Source: an optimization exercise on an open RTL-to-GDS flow (aim: small area and a short achievable clock period). Production flows keep margins and buffers that such runs may drop. The RTL was checked by simulation tests, not by an equivalence proof against the original design. Power figures rest on the tool's default switching activity, not on a simulated workload.

Setup of main:
==> flow/design.v (excerpt) <==
module microprocessor(clk, rst, outputPorts, inputPorts, imem_addr, imem_data, dmem_addr, dmem_we, dmem_wdata, dmem_rdata);
Size in the first run: about 3300 cells after synthesis, ~130 I/O pins.
==> module rdport, before the edit <==
module rdport(sel, rf, q);
	input [31:1] sel;
	input [32*31-1:0] rf;
	output [31:0] q;
	genvar k, b;
	generate
		for (b = 0; b < 32; b = b + 1) begin : BIT
			wire [31:1] d;
			for (k = 1; k < 32; k = k + 1) begin : D
				assign d[k] = rf[32*(k-1) + b];
			end
			rdport_bit u(.sel(sel), .d(d), .q(q[b]));
		end
	endgenerate
endmodule
==> module microprocessor, before the edit <==
module microprocessor(clk, rst, outputPorts, inputPorts, imem_addr, imem_data, dmem_addr, dmem_we, dmem_wdata, dmem_rdata);
	input clk;
	input rst;
	input [1:0] inputPorts;
	output reg [7:0] outputPorts;
	output [7:0] imem_addr;
	input [31:0] imem_data;
	output [7:0] dmem_addr;
	output dmem_we;
	output [31:0] dmem_wdata;
	input [31:0] dmem_rdata;
	reg [7:0] pc, pc_a;
	assign imem_addr = pc;
	wire [4:0] f_rs = imem_data[25:21];
	wire [4:0] f_rt = imem_data[20:16];
	wire [31:0] f_rs_sel = 32'd1 << f_rs;
	wire [31:0] f_rt_sel = 32'd1 << f_rt;
	reg [5:0] d_op;             
	reg [15:0] d_ir;            
	reg [4:0] d_rt;
	reg [31:1] d_rs_sel, d_rt_sel;
	reg d_jump;                 
	reg [7:0] d_jt;             
	wire [5:0] d_fn = d_ir[5:0];
	wire [4:0] d_rd = d_ir[15:11];
	reg d_wr, d_load, d_store, d_branch, d_imm, d_sub;
	reg [4:0] d_res;            
	always @(*) begin
		d_wr = 1'b0; d_load = 1'b0; d_store = 1'b0; d_branch = 1'b0;
		d_imm = 1'b0; d_sub = 1'b0; d_res = 5'b00001;
		case (d_op)
			6'b000000: case (d_fn)
				6'b100000: d_wr = 1'b1;
				6'b100010: begin d_wr = 1'b1; d_sub = 1'b1; end
				6'b100100: begin d_wr = 1'b1; d_res = 5'b00010; end
				6'b100101: begin d_wr = 1'b1; d_res = 5'b00100; end
				6'b100110: begin d_wr = 1'b1; d_res = 5'b01000; end
				default: ;
			endcase
			6'b100011: begin d_wr = 1'b1; d_imm = 1'b1; d_load = 1'b1; end
			6'b101011: begin d_imm = 1'b1; d_store = 1'b1; end
			6'b000100: begin d_branch = 1'b1; d_res = 5'b10000; end   
			6'b001111, 6'b001000: begin d_wr = 1'b1; d_imm = 1'b1; end
			6'b001100: begin d_wr = 1'b1; d_imm = 1'b1; d_res = 5'b00010; end
			6'b001101: begin d_wr = 1'b1; d_imm = 1'b1; d_res = 5'b00100; end
			6'b001110: begin d_wr = 1'b1; d_imm = 1'b1; d_res = 5'b01000; end
			default: ;
		endcase
	end
	wire [4:0] d_dest = (d_op == 6'b000000) ? d_rd : d_rt;
	wire [32*31-1:0] rf;        
	wire [31:0] d_a, d_b;
	rdport rd_a(.sel(d_rs_sel), .rf(rf), .q(d_a));
	rdport rd_b(.sel(d_rt_sel), .rf(rf), .q(d_b));
	reg [31:0] e_a, e_b;
	reg [15:0] e_i;
	reg [7:0] e_tgt;
	reg [4:0] e_dest;
	reg [4:0] e_res;
	reg e_wr, e_load, e_store, e_branch, e_imm, e_sub;
	wire [31:0] e_bop = (e_imm ? {{16{e_i[15]}}, e_i} : e_b) ^ {32{e_sub}};
	wire [4:0] e_sel_mid = e_store ? 5'b10000 : e_res;
	wire [15:0] e_lo;
	wire e_c16;
	alu e_alu(.a(e_a[15:0]), .b(e_bop[15:0]), .q({e_b[15:8], e_tgt}), .ci(e_sub),
		.sel_lo(e_res), .sel_hi(e_sel_mid), .out(e_lo), .co(e_c16));
	wire e_eq = (e_a == e_b);
	wire e_io = (e_lo[7:3] == 5'd0) | (e_lo[7:1] == 7'b0000100);
	reg [15:0] m_lo;            
	reg [15:0] m_a, m_b;        
	reg m_c16;
	reg [4:0] m_sel;
	reg [7:0] m_sd;             
	reg [4:0] m_dest;
	reg m_wr, m_load, m_store, m_we, m_taken;
	wire [7:0] m_addr = m_lo[7:0];
	assign dmem_addr = m_addr;
	assign dmem_we = m_we;
	assign dmem_wdata = {m_b, m_lo[15:8], m_sd};
	wire [15:0] m_hi;
	alu m_alu(.a(m_a), .b(m_b), .q(m_b), .ci(m_c16), .sel_lo(m_sel), .sel_hi(m_sel), .out(m_hi), .co());
	wire m_in = (m_addr[7:1] == 7'b0000100);
	wire [31:0] m_ld = m_in ? {31'd0, inputPorts[m_addr[0]]} : dmem_rdata;
	wire [11:0] m_dest_dec = {(4'b0001 << m_dest[4:3]) & {4{m_wr}}, 8'b00000001 << m_dest[2:0]};
	reg [31:0] w_data;
	reg [3:0] w_hi;             
	reg [7:0] w_lo;
	always @(posedge clk) begin
		if (rst) begin
			pc <= 8'd0; pc_a <= 8'd0;
			d_op <= 6'h3f;     
			d_jump <= 1'b0;
			e_wr <= 1'b0; e_store <= 1'b0; e_branch <= 1'b0;
			m_wr <= 1'b0; m_we <= 1'b0; m_store <= 1'b0; m_taken <= 1'b0;
			w_hi <= 4'd0;
			outputPorts <= 8'd0;
		end else begin
			pc <= m_taken ? m_lo[7:0] : (d_jump ? d_jt : pc + 8'd1);
			pc_a <= pc;
			d_op <= imem_data[31:26];
			d_jump <= (imem_data[31:26] == 6'b000010);
			e_wr <= d_wr; e_store <= d_store; e_branch <= d_branch;
			m_wr <= e_wr; m_store <= e_store; m_taken <= e_branch & e_eq;
			m_we <= e_store & ~e_io;
			w_hi <= m_dest_dec[11:8];
			if (m_store && m_addr[7:3] == 5'd0) outputPorts[m_addr[2:0]] <= m_sd[0];
		end
	end
	always @(posedge clk) begin
		d_ir <= imem_data[15:0];
		d_jt <= pc_a + imem_data[7:0];
		d_rt <= f_rt;
		d_rs_sel <= f_rs_sel[31:1];
		d_rt_sel <= f_rt_sel[31:1];
		e_a <= d_a; e_b <= d_b; e_i <= d_ir; e_dest <= d_dest;
		e_tgt <= pc_a + d_ir[7:0];
		e_load <= d_load; e_imm <= d_imm; e_sub <= d_sub; e_res <= d_res;
		m_lo <= e_lo; m_c16 <= e_c16; m_a <= e_a[31:16];
		m_b <= e_store ? e_b[31:16] : e_bop[31:16];
		m_sel <= e_sel_mid;
		m_sd <= e_b[7:0]; m_dest <= e_dest; m_load <= e_load;
		w_data <= m_load ? m_ld : {m_hi, m_lo};
		w_lo <= m_dest_dec[7:0];
	end
	genvar g;
	generate
		for (g = 1; g < 32; g = g + 1) begin : RF_WRITE
			reg [31:0] r;
			always @(posedge clk)
				if (w_hi[g / 8] & w_lo[g % 8]) r <= w_data;
			assign rf[32*(g-1) +: 32] = r;
		end
	endgenerate
endmodule
clock: 6.0 ns
lec_check: 0
cap_margin: 20
core_margin: 2
core_utilization: 40
cts_cluster_diameter: 60
cts_cluster_size: 30
place_density: 0.55
setup_slack_margin: 3.5
slew_margin: 20
synth_hierarchical: 1
run.sh (not shown) runs the stock make flow with config.mk's settings and CLKGATE_MAP_FILE= SYNTH_SCRIPT=/design/flow/synth_recipe.tcl, a recipe that flattens the netlist after the stock synthesis.
--- input diff main..the feature branch ---
-- flow/design.v --
<<< main, line 155
	g_or3 u_q(.a(u0), .b(u1), .c(u2), .y(q));
endmodule
module rdport(sel, rf, q);
	input [31:1] sel;
	input [32*31-1:0] rf;
	output [31:0] q;
	genvar k, b;
	generate
		for (b = 0; b < 32; b = b + 1) begin : BIT
			wire [31:1] d;
>>> the feature branch, line 155
	g_or3 u_q(.a(u0), .b(u1), .c(u2), .y(q));
endmodule
module rdport(dec, rf, q);
	input [11:0] dec;
	input [32*31-1:0] rf;
	output [31:0] q;
	wire [31:1] sel;
	genvar k, b;
	generate
		for (k = 1; k < 32; k = k + 1) begin : SEL
			assign sel[k] = dec[8 + k / 8] & dec[k % 8];
		end
		for (b = 0; b < 32; b = b + 1) begin : BIT
			wire [31:1] d;
<<< main, line 185
	wire [4:0] f_rs = imem_data[25:21];
	wire [4:0] f_rt = imem_data[20:16];
	wire [31:0] f_rs_sel = 32'd1 << f_rs;
	wire [31:0] f_rt_sel = 32'd1 << f_rt;
	reg [5:0] d_op;             
	reg [15:0] d_ir;            
	reg [4:0] d_rt;
	reg [31:1] d_rs_sel, d_rt_sel;
	reg d_jump;                 
	reg [7:0] d_jt;             
>>> the feature branch, line 189
	wire [4:0] f_rs = imem_data[25:21];
	wire [4:0] f_rt = imem_data[20:16];
	wire [11:0] f_rs_dec = {4'b0001 << f_rs[4:3], 8'b00000001 << f_rs[2:0]};
	wire [11:0] f_rt_dec = {4'b0001 << f_rt[4:3], 8'b00000001 << f_rt[2:0]};
	reg [5:0] d_op;             
	reg [15:0] d_ir;            
	reg [4:0] d_rt;
	reg [11:0] d_rs_dec, d_rt_dec;
	reg d_jump;                 
	reg [7:0] d_jt;             
<<< main, line 222
	wire [32*31-1:0] rf;        
	wire [31:0] d_a, d_b;
	rdport rd_a(.sel(d_rs_sel), .rf(rf), .q(d_a));
	rdport rd_b(.sel(d_rt_sel), .rf(rf), .q(d_b));
	reg [31:0] e_a, e_b;
	reg [15:0] e_i;
>>> the feature branch, line 226
	wire [32*31-1:0] rf;        
	wire [31:0] d_a, d_b;
	rdport rd_a(.dec(d_rs_dec), .rf(rf), .q(d_a));
	rdport rd_b(.dec(d_rt_dec), .rf(rf), .q(d_b));
	reg [31:0] e_a, e_b;
	reg [15:0] e_i;
<<< main, line 282
		d_jt <= pc_a + imem_data[7:0];
		d_rt <= f_rt;
		d_rs_sel <= f_rs_sel[31:1];
		d_rt_sel <= f_rt_sel[31:1];
		e_a <= d_a; e_b <= d_b; e_i <= d_ir; e_dest <= d_dest;
		e_tgt <= pc_a + d_ir[7:0];
>>> the feature branch, line 286
		d_jt <= pc_a + imem_data[7:0];
		d_rt <= f_rt;
		d_rs_dec <= f_rs_dec;
		d_rt_dec <= f_rt_dec;
		e_a <= d_a; e_b <= d_b; e_i <= d_ir; e_dest <= d_dest;
		e_tgt <= pc_a + d_ir[7:0];
Against main, the feature branch reports a transition time at the pin with the least slew margin that is lower.
Between the feature branch and main, it is the feature branch whose wire length of the first global-routing pass is higher, by 4200 um.
Going from main to the feature branch, flip-flop and latch count shrank by a few percent.
Sort the feature branch and main by number of vias per cell after detailed routing, descending, and the feature branch comes first.
Total internal power delta (main -> the feature branch): insignificant
Compared with main, the feature branch shows combinational power that has gone up by a few percent.
| total design power | the feature branch vs main | worse |
Delta (the feature branch minus main): period utilization higher; relative contribution of combinational cells to total power went up 0.7 points.

==> port drivers added, routing unchanged <==
The flow's constraints put no driver on any port. The routed layouts listed below were extracted and timed again, unchanged, in two steps. Step 1: set_driving_cell puts a clkbuf_16 on clk and a buf_2 on each other input, an assumption about the parent block. Step 2 adds t to the input delays and takes it off the output delays; t is the mean of the earliest and latest rising clock arrival at the registers after step 1. Input paths then give back, and output paths get back, about the clock's delay inside the block. a / b / c = ideal ports / drivers / drivers and shift; a / b = the first two.
| run | t (ns) | setup slack, ns | hold WS [ns] | pins driven straight from the clock port |
|---|---|---|---|---|
| main | 0.797 | 3.458 / 3.458 / 2.940 | 0.320 / 0.320 / 0.320 | 1 |
| the feature branch | 0.786 | 3.403 / 3.403 / 2.956 | 0.328 / 0.328 / 0.328 | 1 |
After both steps setup and hold are still met in every run listed. The setup slack of main, which loses most, moves by 0.000 ns with the drivers and by -0.518 ns with both steps.
